Source: an optimization exercise on an open RTL-to-GDS flow (aim: small area). Production flows keep margins and buffers that such runs may drop. Function was not checked in any run shown here: the RTL went through the layout flow alone.

## flow/design.v (module list and top-level ports; edited modules follow where they fit)
// module Cordic: 5096 lines
// module FA: 6 lines
// module XO: 5 lines
// module HA: 6 lines
module Cordic(clk,rst,phase_step,xin,yin,xout,yout);
  // ...
==> flow/run.sh <==
#!/bin/bash
# synth_recipe.tcl (not shown) runs the flow's synth.tcl, then flattens the netlist and writes it again
# the make line also repeats each setting of config.mk as NAME=value (left out here)
make -C /OpenROAD-flow-scripts/flow DESIGN_CONFIG=/design/flow/config.mk WORK_HOME=/design/flow/orfs CLKGATE_MAP_FILE= SYNTH_SCRIPT=/design/flow/synth_recipe.tcl finish
==> flow/config.mk <==
export PLATFORM = sky130hd
export DESIGN_NAME = Cordic
export DESIGN_NICKNAME = Cordic
export VERILOG_FILES = /design/flow/design.v
export SDC_FILE = /design/flow/constraint.sdc
export NUM_CORES = 4
export LEC_CHECK = 0
export CAP_MARGIN = 20
export CORE_MARGIN = 2
export CORE_UTILIZATION = 70
export CTS_CLUSTER_DIAMETER = 80
export CTS_CLUSTER_SIZE = 25
export SLEW_MARGIN = 20
export SYNTH_HIERARCHICAL = 1
export SYNTH_MINIMUM_KEEP_SIZE = 0
==> flow/constraint.sdc <==
create_clock -name core_clock -period 5.0 [get_ports {clk}]
set_input_delay 1.0000 -clock core_clock [delete_from_list [all_inputs] [get_ports {clk}]]
set_output_delay 1.0000 -clock core_clock [all_outputs]
set_load 0.01 [all_outputs]
==> impl_metrics.tcl, run 1 <==
set metrics [dict create \
    yosys.area.top_type_share 0.399 \
    synth-main-ff-cell "dfxtp_1" \
    clock_area_frac 0.0261 \
    layout_common_cells "dfxtp_1, xor2_1, fa_1, ha_1, xnor2_1" \
    grt_pass1_vias 42800 \
    drtPass1Iterations 5 \
    dp_slack_ns -0.731 \
    clockBufferDepth 3 \
    grt_max_degree 33 \
    synthTopCellsByArea "dfxtp_1, fa_1, xor2_1" \
    area_growth_pct 10.9 \
    layout_commonest_cell "dfxtp_1" \
    postRouteAntennaNets 0 \
    path_max_fanout 7 \
    largest-register "phase_acc" \
    drv_cap 0 \
    fin_util 0.783 \
    grt-ovfl-total 0 \
    worstPathRequired_ns 5.59 \
    met1_usage 0.341 \
    grtUsageMet3 0.0321 \
    postSynthAreaPerCell_um2 12.4 \
    crit_end "X15[21]" \
    largest_reg_flops 32 \
    run_status "finished clean" \
    final_cells 7303 \
    rrSetupSlack_ns 0.08 \
    tapcell.inserted 1298 \
    design_area_um2 78500 \
]
==> run 2: changes to the inputs <==
--- a/flow/design.v
+++ b/flow/design.v
@@ -3954,19 +3954,22 @@
 wire ax14_c4;
 FA ax14_f3 (.a(X14[3]), .b(~(Y14[17] ^ d14)), .c(ax14_c3), .s(ax14_s[3]), .co(ax14_c4));
 wire ax14_c5;
 FA ax14_f4 (.a(X14[4]), .b(~(Y14[18] ^ d14)), .c(ax14_c4), .s(ax14_s[4]), .co(ax14_c5));
 wire ax14_c6;
 FA ax14_f5 (.a(X14[5]), .b(~(Y14[19] ^ d14)), .c(ax14_c5), .s(ax14_s[5]), .co(ax14_c6));
 wire ax14_c7;
 FA ax14_f6 (.a(X14[6]), .b(~(Y14[20] ^ d14)), .c(ax14_c6), .s(ax14_s[6]), .co(ax14_c7));
-wire ax14_c8;
-FA ax14_f7 (.a(X14[7]), .b(~(Y14[21] ^ d14)), .c(ax14_c7), .s(ax14_s[7]), .co(ax14_c8));
-wire ax14_g = ax14_c8 ^ ~(Y14[21] ^ d14);
+wire ax14_z7;
+wire ax14_k8;
+HA ax14_h7 (.a(X14[7]), .b(~(Y14[21] ^ d14)), .s(ax14_z7), .co(ax14_k8));
+XO ax14_x7 (.a(ax14_z7), .b(ax14_c7), .y(ax14_s[7]));
+wire ax14_bc1 = ax14_k8 | (ax14_c7 & ax14_z7);
+wire ax14_g = ax14_bc1 ^ ~(Y14[21] ^ d14);
 XO ax14_x8 (.a(X14[8]), .b(ax14_g), .y(ax14_s[8]));
 wire ax14_W9 = X14[8] ^ ~(Y14[21] ^ d14);
 wire ax14_f9 = ax14_g & ax14_W9;
 XO ax14_x9 (.a(X14[9]), .b(ax14_f9), .y(ax14_s[9]));
 wire ax14_W10 = ax14_W9 & (X14[9] ^ ~(Y14[21] ^ d14));
 wire ax14_f10 = ax14_g & ax14_W10;
 XO ax14_x10 (.a(X14[10]), .b(ax14_f10), .y(ax14_s[10]));
 wire ax14_W11 = ax14_W10 & (X14[10] ^ ~(Y14[21] ^ d14));
@@ -4012,19 +4015,22 @@
 wire ay14_c4;
 FA ay14_f3 (.a(Y14[3]), .b((X14[17] ^ d14)), .c(ay14_c3), .s(ay14_s[3]), .co(ay14_c4));
 wire ay14_c5;
 FA ay14_f4 (.a(Y14[4]), .b((X14[18] ^ d14)), .c(ay14_c4), .s(ay14_s[4]), .co(ay14_c5));
 wire ay14_c6;
 FA ay14_f5 (.a(Y14[5]), .b((X14[19] ^ d14)), .c(ay14_c5), .s(ay14_s[5]), .co(ay14_c6));
 wire ay14_c7;
 FA ay14_f6 (.a(Y14[6]), .b((X14[20] ^ d14)), .c(ay14_c6), .s(ay14_s[6]), .co(ay14_c7));
-wire ay14_c8;
-FA ay14_f7 (.a(Y14[7]), .b((X14[21] ^ d14)), .c(ay14_c7), .s(ay14_s[7]), .co(ay14_c8));
-wire ay14_g = ay14_c8 ^ (X14[21] ^ d14);
+wire ay14_z7;
+wire ay14_k8;
+HA ay14_h7 (.a(Y14[7]), .b((X14[21] ^ d14)), .s(ay14_z7), .co(ay14_k8));
+XO ay14_x7 (.a(ay14_z7), .b(ay14_c7), .y(ay14_s[7]));
+wire ay14_bc1 = ay14_k8 | (ay14_c7 & ay14_z7);
+wire ay14_g = ay14_bc1 ^ (X14[21] ^ d14);
 XO ay14_x8 (.a(Y14[8]), .b(ay14_g), .y(ay14_s[8]));
 wire ay14_W9 = Y14[8] ^ (X14[21] ^ d14);
 wire ay14_f9 = ay14_g & ay14_W9;
 XO ay14_x9 (.a(Y14[9]), .b(ay14_f9), .y(ay14_s[9]));
 wire ay14_W10 = ay14_W9 & (Y14[9] ^ (X14[21] ^ d14));
 wire ay14_f10 = ay14_g & ay14_W10;
 XO ay14_x10 (.a(Y14[10]), .b(ay14_f10), .y(ay14_s[10]));
 wire ay14_W11 = ay14_W10 & (Y14[10] ^ (X14[21] ^ d14));
@@ -4145,21 +4151,22 @@
 wire ax15_c4;
 FA ax15_f3 (.a(X15[3]), .b(~(Y15[18] ^ d15)), .c(ax15_c3), .s(ax15_s[3]), .co(ax15_c4));
 wire ax15_c5;
 FA ax15_f4 (.a(X15[4]), .b(~(Y15[19] ^ d15)), .c(ax15_c4), .s(ax15_s[4]), .co(ax15_c5));
 wire ax15_c6;
 FA ax15_f5 (.a(X15[5]), .b(~(Y15[20] ^ d15)), .c(ax15_c5), .s(ax15_s[5]), .co(ax15_c6));
 wire ax15_c7;
 FA ax15_f6 (.a(X15[6]), .b(~(Y15[21] ^ d15)), .c(ax15_c6), .s(ax15_s[6]), .co(ax15_c7));
-wire ax15_c8;
-FA ax15_f7 (.a(X15[7]), .b(~(Y15[21] ^ d15)), .c(ax15_c7), .s(ax15_s[7]), .co(ax15_c8));
-wire ax15_g = ax15_c8 ^ ~(Y15[21] ^ d15);
-XO ax15_x8 (.a(X15[8]), .b(ax15_g), .y(ax15_s[8]));
-wire ax15_W9 = X15[8] ^ ~(Y15[21] ^ d15);
+wire ax15_g = ax15_c7 ^ ~(Y15[21] ^ d15);
+XO ax15_x7 (.a(X15[7]), .b(ax15_g), .y(ax15_s[7]));
+wire ax15_W8 = X15[7] ^ ~(Y15[21] ^ d15);
+wire ax15_f8 = ax15_g & ax15_W8;
+XO ax15_x8 (.a(X15[8]), .b(ax15_f8), .y(ax15_s[8]));
+wire ax15_W9 = ax15_W8 & (X15[8] ^ ~(Y15[21] ^ d15));
 wire ax15_f9 = ax15_g & ax15_W9;
 XO ax15_x9 (.a(X15[9]), .b(ax15_f9), .y(ax15_s[9]));
 wire ax15_W10 = ax15_W9 & (X15[9] ^ ~(Y15[21] ^ d15));
 wire ax15_f10 = ax15_g & ax15_W10;
 XO ax15_x10 (.a(X15[10]), .b(ax15_f10), .y(ax15_s[10]));
 wire ax15_W11 = ax15_W10 & (X15[10] ^ ~(Y15[21] ^ d15));
 wire ax15_f11 = ax15_g & ax15_W11;
 XO ax15_x11 (.a(X15[11]), .b(ax15_f11), .y(ax15_s[11]));
@@ -4203,21 +4210,22 @@
 wire ay15_c4;
 FA ay15_f3 (.a(Y15[3]), .b((X15[18] ^ d15)), .c(ay15_c3), .s(ay15_s[3]), .co(ay15_c4));
 wire ay15_c5;
 FA ay15_f4 (.a(Y15[4]), .b((X15[19] ^ d15)), .c(ay15_c4), .s(ay15_s[4]), .co(ay15_c5));
 wire ay15_c6;
 FA ay15_f5 (.a(Y15[5]), .b((X15[20] ^ d15)), .c(ay15_c5), .s(ay15_s[5]), .co(ay15_c6));
 wire ay15_c7;
 FA ay15_f6 (.a(Y15[6]), .b((X15[21] ^ d15)), .c(ay15_c6), .s(ay15_s[6]), .co(ay15_c7));
-wire ay15_c8;
-FA ay15_f7 (.a(Y15[7]), .b((X15[21] ^ d15)), .c(ay15_c7), .s(ay15_s[7]), .co(ay15_c8));
-wire ay15_g = ay15_c8 ^ (X15[21] ^ d15);
-XO ay15_x8 (.a(Y15[8]), .b(ay15_g), .y(ay15_s[8]));
-wire ay15_W9 = Y15[8] ^ (X15[21] ^ d15);
+wire ay15_g = ay15_c7 ^ (X15[21] ^ d15);
+XO ay15_x7 (.a(Y15[7]), .b(ay15_g), .y(ay15_s[7]));
+wire ay15_W8 = Y15[7] ^ (X15[21] ^ d15);
+wire ay15_f8 = ay15_g & ay15_W8;
+XO ay15_x8 (.a(Y15[8]), .b(ay15_f8), .y(ay15_s[8]));
+wire ay15_W9 = ay15_W8 & (Y15[8] ^ (X15[21] ^ d15));
 wire ay15_f9 = ay15_g & ay15_W9;
 XO ay15_x9 (.a(Y15[9]), .b(ay15_f9), .y(ay15_s[9]));
 wire ay15_W10 = ay15_W9 & (Y15[9] ^ (X15[21] ^ d15));
 wire ay15_f10 = ay15_g & ay15_W10;
 XO ay15_x10 (.a(Y15[10]), .b(ay15_f10), .y(ay15_s[10]));
 wire ay15_W11 = ay15_W10 & (Y15[10] ^ (X15[21] ^ d15));
 wire ay15_f11 = ay15_g & ay15_W11;
 XO ay15_x11 (.a(Y15[11]), .b(ay15_f11), .y(ay15_s[11]));
@@ -4330,21 +4338,22 @@
 wire ax16_c4;
 FA ax16_f3 (.a(X16[3]), .b(~(Y16[19] ^ d16)), .c(ax16_c3), .s(ax16_s[3]), .co(ax16_c4));
 wire ax16_c5;
 FA ax16_f4 (.a(X16[4]), .b(~(Y16[20] ^ d16)), .c(ax16_c4), .s(ax16_s[4]), .co(ax16_c5));
 wire ax16_c6;
 FA ax16_f5 (.a(X16[5]), .b(~(Y16[21] ^ d16)), .c(ax16_c5), .s(ax16_s[5]), .co(ax16_c6));
 wire ax16_c7;
 FA ax16_f6 (.a(X16[6]), .b(~(Y16[21] ^ d16)), .c(ax16_c6), .s(ax16_s[6]), .co(ax16_c7));
-wire ax16_c8;
-FA ax16_f7 (.a(X16[7]), .b(~(Y16[21] ^ d16)), .c(ax16_c7), .s(ax16_s[7]), .co(ax16_c8));
-wire ax16_g = ax16_c8 ^ ~(Y16[21] ^ d16);
-XO ax16_x8 (.a(X16[8]), .b(ax16_g), .y(ax16_s[8]));
-wire ax16_W9 = X16[8] ^ ~(Y16[21] ^ d16);
+wire ax16_g = ax16_c7 ^ ~(Y16[21] ^ d16);
+XO ax16_x7 (.a(X16[7]), .b(ax16_g), .y(ax16_s[7]));
+wire ax16_W8 = X16[7] ^ ~(Y16[21] ^ d16);
+wire ax16_f8 = ax16_g & ax16_W8;
+XO ax16_x8 (.a(X16[8]), .b(ax16_f8), .y(ax16_s[8]));
+wire ax16_W9 = ax16_W8 & (X16[8] ^ ~(Y16[21] ^ d16));
 wire ax16_f9 = ax16_g & ax16_W9;
 XO ax16_x9 (.a(X16[9]), .b(ax16_f9), .y(ax16_s[9]));
 wire ax16_W10 = ax16_W9 & (X16[9] ^ ~(Y16[21] ^ d16));
 wire ax16_f10 = ax16_g & ax16_W10;
 XO ax16_x10 (.a(X16[10]), .b(ax16_f10), .y(ax16_s[10]));
 wire ax16_W11 = ax16_W10 & (X16[10] ^ ~(Y16[21] ^ d16));
 wire ax16_f11 = ax16_g & ax16_W11;
 XO ax16_x11 (.a(X16[11]), .b(ax16_f11), .y(ax16_s[11]));
@@ -4388,21 +4397,22 @@
 wire ay16_c4;
 FA ay16_f3 (.a(Y16[3]), .b((X16[19] ^ d16)), .c(ay16_c3), .s(ay16_s[3]), .co(ay16_c4));
 wire ay16_c5;
 FA ay16_f4 (.a(Y16[4]), .b((X16[20] ^ d16)), .c(ay16_c4), .s(ay16_s[4]), .co(ay16_c5));
 wire ay16_c6;
 FA ay16_f5 (.a(Y16[5]), .b((X16[21] ^ d16)), .c(ay16_c5), .s(ay16_s[5]), .co(ay16_c6));
 wire ay16_c7;
 FA ay16_f6 (.a(Y16[6]), .b((X16[21] ^ d16)), .c(ay16_c6), .s(ay16_s[6]), .co(ay16_c7));
-wire ay16_c8;
-FA ay16_f7 (.a(Y16[7]), .b((X16[21] ^ d16)), .c(ay16_c7), .s(ay16_s[7]), .co(ay16_c8));
-wire ay16_g = ay16_c8 ^ (X16[21] ^ d16);
-XO ay16_x8 (.a(Y16[8]), .b(ay16_g), .y(ay16_s[8]));
-wire ay16_W9 = Y16[8] ^ (X16[21] ^ d16);
+wire ay16_g = ay16_c7 ^ (X16[21] ^ d16);
+XO ay16_x7 (.a(Y16[7]), .b(ay16_g), .y(ay16_s[7]));
+wire ay16_W8 = Y16[7] ^ (X16[21] ^ d16);
+wire ay16_f8 = ay16_g & ay16_W8;
+XO ay16_x8 (.a(Y16[8]), .b(ay16_f8), .y(ay16_s[8]));
+wire ay16_W9 = ay16_W8 & (Y16[8] ^ (X16[21] ^ d16));
 wire ay16_f9 = ay16_g & ay16_W9;
 XO ay16_x9 (.a(Y16[9]), .b(ay16_f9), .y(ay16_s[9]));
 wire ay16_W10 = ay16_W9 & (Y16[9] ^ (X16[21] ^ d16));
 wire ay16_f10 = ay16_g & ay16_W10;
 XO ay16_x10 (.a(Y16[10]), .b(ay16_f10), .y(ay16_s[10]));
 wire ay16_W11 = ay16_W10 & (Y16[10] ^ (X16[21] ^ d16));
 wire ay16_f11 = ay16_g & ay16_W11;
 XO ay16_x11 (.a(Y16[11]), .b(ay16_f11), .y(ay16_s[11]));
@@ -4510,21 +4520,22 @@
 wire ax17_c4;
 FA ax17_f3 (.a(X17[3]), .b(~(Y17[20] ^ d17)), .c(ax17_c3), .s(ax17_s[3]), .co(ax17_c4));
 wire ax17_c5;
 FA ax17_f4 (.a(X17[4]), .b(~(Y17[21] ^ d17)), .c(ax17_c4), .s(ax17_s[4]), .co(ax17_c5));
 wire ax17_c6;
 FA ax17_f5 (.a(X17[5]), .b(~(Y17[21] ^ d17)), .c(ax17_c5), .s(ax17_s[5]), .co(ax17_c6));
 wire ax17_c7;
 FA ax17_f6 (.a(X17[6]), .b(~(Y17[21] ^ d17)), .c(ax17_c6), .s(ax17_s[6]), .co(ax17_c7));
-wire ax17_c8;
-FA ax17_f7 (.a(X17[7]), .b(~(Y17[21] ^ d17)), .c(ax17_c7), .s(ax17_s[7]), .co(ax17_c8));
-wire ax17_g = ax17_c8 ^ ~(Y17[21] ^ d17);
-XO ax17_x8 (.a(X17[8]), .b(ax17_g), .y(ax17_s[8]));
-wire ax17_W9 = X17[8] ^ ~(Y17[21] ^ d17);
+wire ax17_g = ax17_c7 ^ ~(Y17[21] ^ d17);
+XO ax17_x7 (.a(X17[7]), .b(ax17_g), .y(ax17_s[7]));
+wire ax17_W8 = X17[7] ^ ~(Y17[21] ^ d17);
+wire ax17_f8 = ax17_g & ax17_W8;
+XO ax17_x8 (.a(X17[8]), .b(ax17_f8), .y(ax17_s[8]));
+wire ax17_W9 = ax17_W8 & (X17[8] ^ ~(Y17[21] ^ d17));
 wire ax17_f9 = ax17_g & ax17_W9;
 XO ax17_x9 (.a(X17[9]), .b(ax17_f9), .y(ax17_s[9]));
 wire ax17_W10 = ax17_W9 & (X17[9] ^ ~(Y17[21] ^ d17));
 wire ax17_f10 = ax17_g & ax17_W10;
 XO ax17_x10 (.a(X17[10]), .b(ax17_f10), .y(ax17_s[10]));
 wire ax17_W11 = ax17_W10 & (X17[10] ^ ~(Y17[21] ^ d17));
 wire ax17_f11 = ax17_g & ax17_W11;
 XO ax17_x11 (.a(X17[11]), .b(ax17_f11), .y(ax17_s[11]));
@@ -4568,21 +4579,22 @@
 wire ay17_c4;
 FA ay17_f3 (.a(Y17[3]), .b((X17[20] ^ d17)), .c(ay17_c3), .s(ay17_s[3]), .co(ay17_c4));
 wire ay17_c5;
 FA ay17_f4 (.a(Y17[4]), .b((X17[21] ^ d17)), .c(ay17_c4), .s(ay17_s[4]), .co(ay17_c5));
 wire ay17_c6;
 FA ay17_f5 (.a(Y17[5]), .b((X17[21] ^ d17)), .c(ay17_c5), .s(ay17_s[5]), .co(ay17_c6));
 wire ay17_c7;
 FA ay17_f6 (.a(Y17[6]), .b((X17[21] ^ d17)), .c(ay17_c6), .s(ay17_s[6]), .co(ay17_c7));
-wire ay17_c8;
-FA ay17_f7 (.a(Y17[7]), .b((X17[21] ^ d17)), .c(ay17_c7), .s(ay17_s[7]), .co(ay17_c8));
-wire ay17_g = ay17_c8 ^ (X17[21] ^ d17);
-XO ay17_x8 (.a(Y17[8]), .b(ay17_g), .y(ay17_s[8]));
-wire ay17_W9 = Y17[8] ^ (X17[21] ^ d17);
+wire ay17_g = ay17_c7 ^ (X17[21] ^ d17);
+XO ay17_x7 (.a(Y17[7]), .b(ay17_g), .y(ay17_s[7]));
+wire ay17_W8 = Y17[7] ^ (X17[21] ^ d17);
+wire ay17_f8 = ay17_g & ay17_W8;
+XO ay17_x8 (.a(Y17[8]), .b(ay17_f8), .y(ay17_s[8]));
+wire ay17_W9 = ay17_W8 & (Y17[8] ^ (X17[21] ^ d17));
 wire ay17_f9 = ay17_g & ay17_W9;
 XO ay17_x9 (.a(Y17[9]), .b(ay17_f9), .y(ay17_s[9]));
 wire ay17_W10 = ay17_W9 & (Y17[9] ^ (X17[21] ^ d17));
 wire ay17_f10 = ay17_g & ay17_W10;
 XO ay17_x10 (.a(Y17[10]), .b(ay17_f10), .y(ay17_s[10]));
 wire ay17_W11 = ay17_W10 & (Y17[10] ^ (X17[21] ^ d17));
 wire ay17_f11 = ay17_g & ay17_W11;
 XO ay17_x11 (.a(Y17[11]), .b(ay17_f11), .y(ay17_s[11]));
@@ -4684,21 +4696,22 @@
 wire ax18_c4;
 FA ax18_f3 (.a(X18[3]), .b(~(Y18[21] ^ d18)), .c(ax18_c3), .s(ax18_s[3]), .co(ax18_c4));
 wire ax18_c5;
 FA ax18_f4 (.a(X18[4]), .b(~(Y18[21] ^ d18)), .c(ax18_c4), .s(ax18_s[4]), .co(ax18_c5));
 wire ax18_c6;
 FA ax18_f5 (.a(X18[5]), .b(~(Y18[21] ^ d18)), .c(ax18_c5), .s(ax18_s[5]), .co(ax18_c6));
 wire ax18_c7;
 FA ax18_f6 (.a(X18[6]), .b(~(Y18[21] ^ d18)), .c(ax18_c6), .s(ax18_s[6]), .co(ax18_c7));
-wire ax18_c8;
-FA ax18_f7 (.a(X18[7]), .b(~(Y18[21] ^ d18)), .c(ax18_c7), .s(ax18_s[7]), .co(ax18_c8));
-wire ax18_g = ax18_c8 ^ ~(Y18[21] ^ d18);
-XO ax18_x8 (.a(X18[8]), .b(ax18_g), .y(ax18_s[8]));
-wire ax18_W9 = X18[8] ^ ~(Y18[21] ^ d18);
+wire ax18_g = ax18_c7 ^ ~(Y18[21] ^ d18);
+XO ax18_x7 (.a(X18[7]), .b(ax18_g), .y(ax18_s[7]));
+wire ax18_W8 = X18[7] ^ ~(Y18[21] ^ d18);
+wire ax18_f8 = ax18_g & ax18_W8;
+XO ax18_x8 (.a(X18[8]), .b(ax18_f8), .y(ax18_s[8]));
+wire ax18_W9 = ax18_W8 & (X18[8] ^ ~(Y18[21] ^ d18));
 wire ax18_f9 = ax18_g & ax18_W9;
 XO ax18_x9 (.a(X18[9]), .b(ax18_f9), .y(ax18_s[9]));
 wire ax18_W10 = ax18_W9 & (X18[9] ^ ~(Y18[21] ^ d18));
 wire ax18_f10 = ax18_g & ax18_W10;
 XO ax18_x10 (.a(X18[10]), .b(ax18_f10), .y(ax18_s[10]));
 wire ax18_W11 = ax18_W10 & (X18[10] ^ ~(Y18[21] ^ d18));
 wire ax18_f11 = ax18_g & ax18_W11;
 XO ax18_x11 (.a(X18[11]), .b(ax18_f11), .y(ax18_s[11]));
@@ -4742,21 +4755,22 @@
 wire ay18_c4;
 FA ay18_f3 (.a(Y18[3]), .b((X18[21] ^ d18)), .c(ay18_c3), .s(ay18_s[3]), .co(ay18_c4));
 wire ay18_c5;
 FA ay18_f4 (.a(Y18[4]), .b((X18[21] ^ d18)), .c(ay18_c4), .s(ay18_s[4]), .co(ay18_c5));
 wire ay18_c6;
 FA ay18_f5 (.a(Y18[5]), .b((X18[21] ^ d18)), .c(ay18_c5), .s(ay18_s[5]), .co(ay18_c6));
 wire ay18_c7;
 FA ay18_f6 (.a(Y18[6]), .b((X18[21] ^ d18)), .c(ay18_c6), .s(ay18_s[6]), .co(ay18_c7));
-wire ay18_c8;
-FA ay18_f7 (.a(Y18[7]), .b((X18[21] ^ d18)), .c(ay18_c7), .s(ay18_s[7]), .co(ay18_c8));
-wire ay18_g = ay18_c8 ^ (X18[21] ^ d18);
-XO ay18_x8 (.a(Y18[8]), .b(ay18_g), .y(ay18_s[8]));
-wire ay18_W9 = Y18[8] ^ (X18[21] ^ d18);
+wire ay18_g = ay18_c7 ^ (X18[21] ^ d18);
+XO ay18_x7 (.a(Y18[7]), .b(ay18_g), .y(ay18_s[7]));
+wire ay18_W8 = Y18[7] ^ (X18[21] ^ d18);
+wire ay18_f8 = ay18_g & ay18_W8;
+XO ay18_x8 (.a(Y18[8]), .b(ay18_f8), .y(ay18_s[8]));
+wire ay18_W9 = ay18_W8 & (Y18[8] ^ (X18[21] ^ d18));
 wire ay18_f9 = ay18_g & ay18_W9;
 XO ay18_x9 (.a(Y18[9]), .b(ay18_f9), .y(ay18_s[9]));
 wire ay18_W10 = ay18_W9 & (Y18[9] ^ (X18[21] ^ d18));
 wire ay18_f10 = ay18_g & ay18_W10;
 XO ay18_x10 (.a(Y18[10]), .b(ay18_f10), .y(ay18_s[10]));
 wire ay18_W11 = ay18_W10 & (Y18[10] ^ (X18[21] ^ d18));
 wire ay18_f11 = ay18_g & ay18_W11;
 XO ay18_x11 (.a(Y18[11]), .b(ay18_f11), .y(ay18_s[11]));
@@ -4852,21 +4866,22 @@
 wire ax19_c4;
 FA ax19_f3 (.a(X19[3]), .b(~(Y19[21] ^ d19)), .c(ax19_c3), .s(ax19_s[3]), .co(ax19_c4));
 wire ax19_c5;
 FA ax19_f4 (.a(X19[4]), .b(~(Y19[21] ^ d19)), .c(ax19_c4), .s(ax19_s[4]), .co(ax19_c5));
 wire ax19_c6;
 FA ax19_f5 (.a(X19[5]), .b(~(Y19[21] ^ d19)), .c(ax19_c5), .s(ax19_s[5]), .co(ax19_c6));
 wire ax19_c7;
 FA ax19_f6 (.a(X19[6]), .b(~(Y19[21] ^ d19)), .c(ax19_c6), .s(ax19_s[6]), .co(ax19_c7));
-wire ax19_c8;
-FA ax19_f7 (.a(X19[7]), .b(~(Y19[21] ^ d19)), .c(ax19_c7), .s(ax19_s[7]), .co(ax19_c8));
-wire ax19_g = ax19_c8 ^ ~(Y19[21] ^ d19);
-XO ax19_x8 (.a(X19[8]), .b(ax19_g), .y(ax19_s[8]));
-wire ax19_W9 = X19[8] ^ ~(Y19[21] ^ d19);
+wire ax19_g = ax19_c7 ^ ~(Y19[21] ^ d19);
+XO ax19_x7 (.a(X19[7]), .b(ax19_g), .y(ax19_s[7]));
+wire ax19_W8 = X19[7] ^ ~(Y19[21] ^ d19);
+wire ax19_f8 = ax19_g & ax19_W8;
+XO ax19_x8 (.a(X19[8]), .b(ax19_f8), .y(ax19_s[8]));
+wire ax19_W9 = ax19_W8 & (X19[8] ^ ~(Y19[21] ^ d19));
 wire ax19_f9 = ax19_g & ax19_W9;
 XO ax19_x9 (.a(X19[9]), .b(ax19_f9), .y(ax19_s[9]));
 wire ax19_W10 = ax19_W9 & (X19[9] ^ ~(Y19[21] ^ d19));
 wire ax19_f10 = ax19_g & ax19_W10;
 XO ax19_x10 (.a(X19[10]), .b(ax19_f10), .y(ax19_s[10]));
 wire ax19_W11 = ax19_W10 & (X19[10] ^ ~(Y19[21] ^ d19));
 wire ax19_f11 = ax19_g & ax19_W11;
 XO ax19_x11 (.a(X19[11]), .b(ax19_f11), .y(ax19_s[11]));
@@ -4910,21 +4925,22 @@
 wire ay19_c4;
 FA ay19_f3 (.a(Y19[3]), .b((X19[21] ^ d19)), .c(ay19_c3), .s(ay19_s[3]), .co(ay19_c4));
 wire ay19_c5;
 FA ay19_f4 (.a(Y19[4]), .b((X19[21] ^ d19)), .c(ay19_c4), .s(ay19_s[4]), .co(ay19_c5));
 wire ay19_c6;
 FA ay19_f5 (.a(Y19[5]), .b((X19[21] ^ d19)), .c(ay19_c5), .s(ay19_s[5]), .co(ay19_c6));
 wire ay19_c7;
 FA ay19_f6 (.a(Y19[6]), .b((X19[21] ^ d19)), .c(ay19_c6), .s(ay19_s[6]), .co(ay19_c7));
-wire ay19_c8;
-FA ay19_f7 (.a(Y19[7]), .b((X19[21] ^ d19)), .c(ay19_c7), .s(ay19_s[7]), .co(ay19_c8));
-wire ay19_g = ay19_c8 ^ (X19[21] ^ d19);
-XO ay19_x8 (.a(Y19[8]), .b(ay19_g), .y(ay19_s[8]));
-wire ay19_W9 = Y19[8] ^ (X19[21] ^ d19);
+wire ay19_g = ay19_c7 ^ (X19[21] ^ d19);
+XO ay19_x7 (.a(Y19[7]), .b(ay19_g), .y(ay19_s[7]));
+wire ay19_W8 = Y19[7] ^ (X19[21] ^ d19);
+wire ay19_f8 = ay19_g & ay19_W8;
+XO ay19_x8 (.a(Y19[8]), .b(ay19_f8), .y(ay19_s[8]));
+wire ay19_W9 = ay19_W8 & (Y19[8] ^ (X19[21] ^ d19));
 wire ay19_f9 = ay19_g & ay19_W9;
 XO ay19_x9 (.a(Y19[9]), .b(ay19_f9), .y(ay19_s[9]));
 wire ay19_W10 = ay19_W9 & (Y19[9] ^ (X19[21] ^ d19));
 wire ay19_f10 = ay19_g & ay19_W10;
 XO ay19_x10 (.a(Y19[10]), .b(ay19_f10), .y(ay19_s[10]));
 wire ay19_W11 = ay19_W10 & (Y19[10] ^ (X19[21] ^ d19));
 wire ay19_f11 = ay19_g & ay19_W11;
 XO ay19_x11 (.a(Y19[11]), .b(ay19_f11), .y(ay19_s[11]));
@@ -4984,21 +5000,22 @@
 wire ax20_c4;
 FA ax20_f3 (.a(X20[3]), .b(~(Y20[21] ^ d20)), .c(ax20_c3), .s(ax20_s[3]), .co(ax20_c4));
 wire ax20_c5;
 FA ax20_f4 (.a(X20[4]), .b(~(Y20[21] ^ d20)), .c(ax20_c4), .s(ax20_s[4]), .co(ax20_c5));
 wire ax20_c6;
 FA ax20_f5 (.a(X20[5]), .b(~(Y20[21] ^ d20)), .c(ax20_c5), .s(ax20_s[5]), .co(ax20_c6));
 wire ax20_c7;
 FA ax20_f6 (.a(X20[6]), .b(~(Y20[21] ^ d20)), .c(ax20_c6), .s(ax20_s[6]), .co(ax20_c7));
-wire ax20_c8;
-FA ax20_f7 (.a(X20[7]), .b(~(Y20[21] ^ d20)), .c(ax20_c7), .s(ax20_s[7]), .co(ax20_c8));
-wire ax20_g = ax20_c8 ^ ~(Y20[21] ^ d20);
-XO ax20_x8 (.a(X20[8]), .b(ax20_g), .y(ax20_s[8]));
-wire ax20_W9 = X20[8] ^ ~(Y20[21] ^ d20);
+wire ax20_g = ax20_c7 ^ ~(Y20[21] ^ d20);
+XO ax20_x7 (.a(X20[7]), .b(ax20_g), .y(ax20_s[7]));
+wire ax20_W8 = X20[7] ^ ~(Y20[21] ^ d20);
+wire ax20_f8 = ax20_g & ax20_W8;
+XO ax20_x8 (.a(X20[8]), .b(ax20_f8), .y(ax20_s[8]));
+wire ax20_W9 = ax20_W8 & (X20[8] ^ ~(Y20[21] ^ d20));
 wire ax20_f9 = ax20_g & ax20_W9;
 XO ax20_x9 (.a(X20[9]), .b(ax20_f9), .y(ax20_s[9]));
 wire ax20_W10 = ax20_W9 & (X20[9] ^ ~(Y20[21] ^ d20));
 wire ax20_f10 = ax20_g & ax20_W10;
 XO ax20_x10 (.a(X20[10]), .b(ax20_f10), .y(ax20_s[10]));
 wire ax20_W11 = ax20_W10 & (X20[10] ^ ~(Y20[21] ^ d20));
 wire ax20_f11 = ax20_g & ax20_W11;
 XO ax20_x11 (.a(X20[11]), .b(ax20_f11), .y(ax20_s[11]));
@@ -5042,21 +5059,22 @@
 wire ay20_c4;
 FA ay20_f3 (.a(Y20[3]), .b((X20[21] ^ d20)), .c(ay20_c3), .s(ay20_s[3]), .co(ay20_c4));
 wire ay20_c5;
 FA ay20_f4 (.a(Y20[4]), .b((X20[21] ^ d20)), .c(ay20_c4), .s(ay20_s[4]), .co(ay20_c5));
 wire ay20_c6;
 FA ay20_f5 (.a(Y20[5]), .b((X20[21] ^ d20)), .c(ay20_c5), .s(ay20_s[5]), .co(ay20_c6));
 wire ay20_c7;
 FA ay20_f6 (.a(Y20[6]), .b((X20[21] ^ d20)), .c(ay20_c6), .s(ay20_s[6]), .co(ay20_c7));
-wire ay20_c8;
-FA ay20_f7 (.a(Y20[7]), .b((X20[21] ^ d20)), .c(ay20_c7), .s(ay20_s[7]), .co(ay20_c8));
-wire ay20_g = ay20_c8 ^ (X20[21] ^ d20);
-XO ay20_x8 (.a(Y20[8]), .b(ay20_g), .y(ay20_s[8]));
-wire ay20_W9 = Y20[8] ^ (X20[21] ^ d20);
+wire ay20_g = ay20_c7 ^ (X20[21] ^ d20);
+XO ay20_x7 (.a(Y20[7]), .b(ay20_g), .y(ay20_s[7]));
+wire ay20_W8 = Y20[7] ^ (X20[21] ^ d20);
+wire ay20_f8 = ay20_g & ay20_W8;
+XO ay20_x8 (.a(Y20[8]), .b(ay20_f8), .y(ay20_s[8]));
+wire ay20_W9 = ay20_W8 & (Y20[8] ^ (X20[21] ^ d20));
 wire ay20_f9 = ay20_g & ay20_W9;
 XO ay20_x9 (.a(Y20[9]), .b(ay20_f9), .y(ay20_s[9]));
 wire ay20_W10 = ay20_W9 & (Y20[9] ^ (X20[21] ^ d20));
 wire ay20_f10 = ay20_g & ay20_W10;
 XO ay20_x10 (.a(Y20[10]), .b(ay20_f10), .y(ay20_s[10]));
 wire ay20_W11 = ay20_W10 & (Y20[10] ^ (X20[21] ^ d20));
 wire ay20_f11 = ay20_g & ay20_W11;
 XO ay20_x11 (.a(Y20[11]), .b(ay20_f11), .y(ay20_s[11]));
==> run 2 against run 1 <==
Final area down 0.62%. Critical path type unchanged. Synthesized cell count up 0.21%. Area after synthesis down 0.12%. Still clean on timing, DRC and antenna. Sequential share of layout area up 0.22 points.
==> impl_metrics.tcl, run 2 <==
set metrics [dict create \
    postRouteAntennaNets 0 \
    start_kind "flop" \
    crit_end "Y3[21]" \
    largest-register "phase_acc" \
    drc_errors 0 \
    critPathLaunch "Z2[29]" \
    synth-main-ff-cell "dfxtp_1" \
    grt_pass1_vias 42500 \
    clockBufferDepth 3 \
    final_nets 7267 \
    largest_reg_flops 32 \
    setup_viol 0 \
    postSynthAreaPerCell_um2 12.4 \
    globalplace.congestion 0.873 \
    syn_inst 5703 \
    grt_pass1_wl_um 216000 \
    dp_slack_ns -0.732 \
    diodes 0 \
    yosysUniqueCellTypes 85 \
    hpwl_um 103000 \
    r2r_cells 16 \
    fin_crit_ns 4.89 \
    fin_util 0.779 \
    drv_cap 0 \
    numCtsBuffers 68 \
    fin_crit_sh 0.977 \
    synth-seq-cells 1412 \
    num_vias 40200 \
    whs_ns 0.330 \
    slew_headroom 0.345 \
    htree_levels 3 \
    slew_violations 0 \
    path_max_fanout 5 \
    crit_type "flop to flop" \
    postLayoutSetupSlackWorst_ns 0.114 \
    dr.first_iter.drc_count 2104 \
    cts_tree "built" \
    worst_pin_slew_ns 0.976 \
    layout_common_cells "dfxtp_1, xor2_1, fa_1, ha_1, xnor2_1" \
    yosysMostFrequentCell "dfxtp_1" \
    die_h_um 322 \
    worstPathRequired_ns 5.59 \
    synthTopCellsByCount "dfxtp_1, xor2_1, fa_1, ha_1, xnor2_1" \
    r2r_start "Z2[29]" \
    wl_per_cell_um 17.7 \
    io-pin-count 110 \
    cp.arrival_ns 5.48 \
    run_status "finished clean" \
    finClkSkew_ns 0.0286 \
    synth-edff-count 0 \
    drive_above_1_share 0.114 \
    grt_antenna_before_repair 0 \
    crit_path_end_kind "flop" \
    synthArstFlopShare 0 \
    top_regs "phase_acc: 32 flops, Z0: 31 flops" \
    clock.fmax_ghz 0.205 \
    rrSetupSlack_ns 0.11 \
    start_util 0.706 \
    rows 116 \
    via_per_inst 5.50 \
    r2r_end "Y3[21]" \
    design_area_um2 78000 \
    yosysTopAreaCell "dfxtp_1" \
    ys_seq_area_frac 0.400 \
    yosys.area.top_type_share 0.400 \
    layout_commonest_cell "dfxtp_1" \
    cts.sinks 1412 \
    hold_class "flop to flop" \
    grt-ovfl-total 0 \
    clock-root-buffer "clkbuf_16" \
    port_buffers 109 \
    die_area_um2 104000 \
    synth_area_um2 70700 \
    hold_viol_final 0 \
    die_w_um 322 \
    path_clk_slew_ns 0.09 \
    synthTopCellsByArea "dfxtp_1, fa_1, xor2_1" \
    grt_usage 0.260 \
    clock_latency_ns 0.68 \
    hold_buffers 0 \
    wirelength_um 130000 \
    grt_max_degree 33 \
    place_area_um2 75200 \
    area_growth_pct 10.3 \
    drtPass1Iterations 5 \
    fp.coreArea_um2 100000 \
    synth.yosys.warnings 7 \
]
[run 2: changes by cell type after synthesis, moves of 13 or more]
cell	previous run	this run
a21oi_1	130	146
buf_1	19	32
buf_2	48	28
fa_1	836	822
nand2_1	142	128
nand4_1	47	61
nor2_1	264	242
xnor2_1	319	355
[run 2: cell type report]
class / instances / area, µm²
Clock buffer: 85 / 1870
Tap cell: 1298 / 1620
Sequential cell: 1412 / 28300
Timing Repair Buffer: 317 / 2790
Multi-Input combinational cell: 4009 / 42500
Clock inverter: 10 / 130
Fill cell: 6408 / 22200
Inverter: 179 / 724
[run 2: layer usage]
metal | GRT usage | wire, µm
met1 | 0.346 | 57000
met2 | 0.458 | 65400
met3 | 0.0280 | 4000
met4 | 0.0623 | 3110
met5 | 0 | 0
[run 2: logic make-up (layout without fill, tap and decap cells)]
logic type | after synthesis | count (layout) | synth area share
simple gates | 1122 | 1122 | 0.0866
mux | 40 | 40 | 0.00600
flops | 1412 | 1412 | 0.400
buf+inv | 292 | 591 | 0.0165
compound gates | 394 | 394 | 0.0358
other cells | 1 | 11 | 0.0000530
xor+xnor | 1228 | 1228 | 0.153
fa+ha+maj | 1214 | 1214 | 0.302
[run 2: repair_timing]
item                                   CTS  global route
buffers inserted                         9            45
cloned                                   0             1
setup endpoints to repair               15           128
pin swaps                                0            16
endpoints found under the hold margin    0             0
gates resized for setup                  6            72
[run 2: critical path: stages (launching register included)]
cell     delay [ns]
dfxtp_4        0.39
buf_4          0.14
buf_4          0.12
fa_1           0.37
fa_1           0.40
fa_1           0.39
fa_1           0.41
fa_1           0.41
fa_1           0.41
fa_1           0.43
and4_1         0.28
a31oi_2        0.22
buf_4          0.15
nor2_1         0.06
a21oi_2        0.20
mux2i_1        0.24
xor2_1         0.16
[run 2: worst min-delay path by stage]
stage / start / to / depth (start not counted)
2_1_floorplan: Z0[0] / Z1[0] / 0
3_3_place_gp: Z0[21] / Z1[21] / 0
3_5_place_dp: Z0[2] / Z1[2] / 0
4_1_cts: Z0[8] / Z1[8] / 0
5_1_grt: Z0[3] / Z1[3] / 0
6_report: Z0[13] / Z1[13] / 0
[run 2: stage by stage]
step | TNS (ns) | cells
2_1_floorplan | -6.14 | 5713
3_3_place_gp | -5.39 | 7160
3_5_place_dp | -6.67 | 7160
4_1_cts | 0 | 7264
5_1_grt | -0.00645 | 7310
6_report | 0 | 7310
[run 2: Yosys stat by module, one instance, submodules excluded]
module  area, µm²  cells  times used  flops+latches
Cordic      44200   3897           1           1412
FA           20.0      1         822              0
HA           12.5      1         388              0
XO           8.76      1         596              0

[afterwards: timing with drivers on the ports]
The flow's constraints put no driver on any port. The routed layouts listed below were extracted and timed again, unchanged, in two steps.
Step 1, drivers: a clkbuf_16 drives clk and a buf_2 each remaining input, both assumed.
Step 2 times the ports against the registers' clock, not the clock port: input delays grow and output delays shrink by t, the midpoint of the rising clock arrivals with the driver on.
a / b / c = no drivers / after step 1 / after step 2; a / b = the first two.
| run | t (ns) | slack for setup (ns) | hold slack, ns | worst setup path at the end | pins driven straight from the clock port |
|---|---|---|---|---|---|
| run 1 | 0.728 | 0.083 / 0.083 / -0.484 | 0.332 / 0.332 / 0.332 | input to register | 1 |
| run 2 | 0.741 | 0.114 / 0.114 / -0.493 | 0.330 / 0.330 / 0.330 | input to register | 1 |
With both steps, setup timing fails in run 1 and run 2, where it was met with ideal ports. For run 2, which loses most, drivers alone change the setup slack by 0.000 ns; drivers and shift together by -0.607 ns.
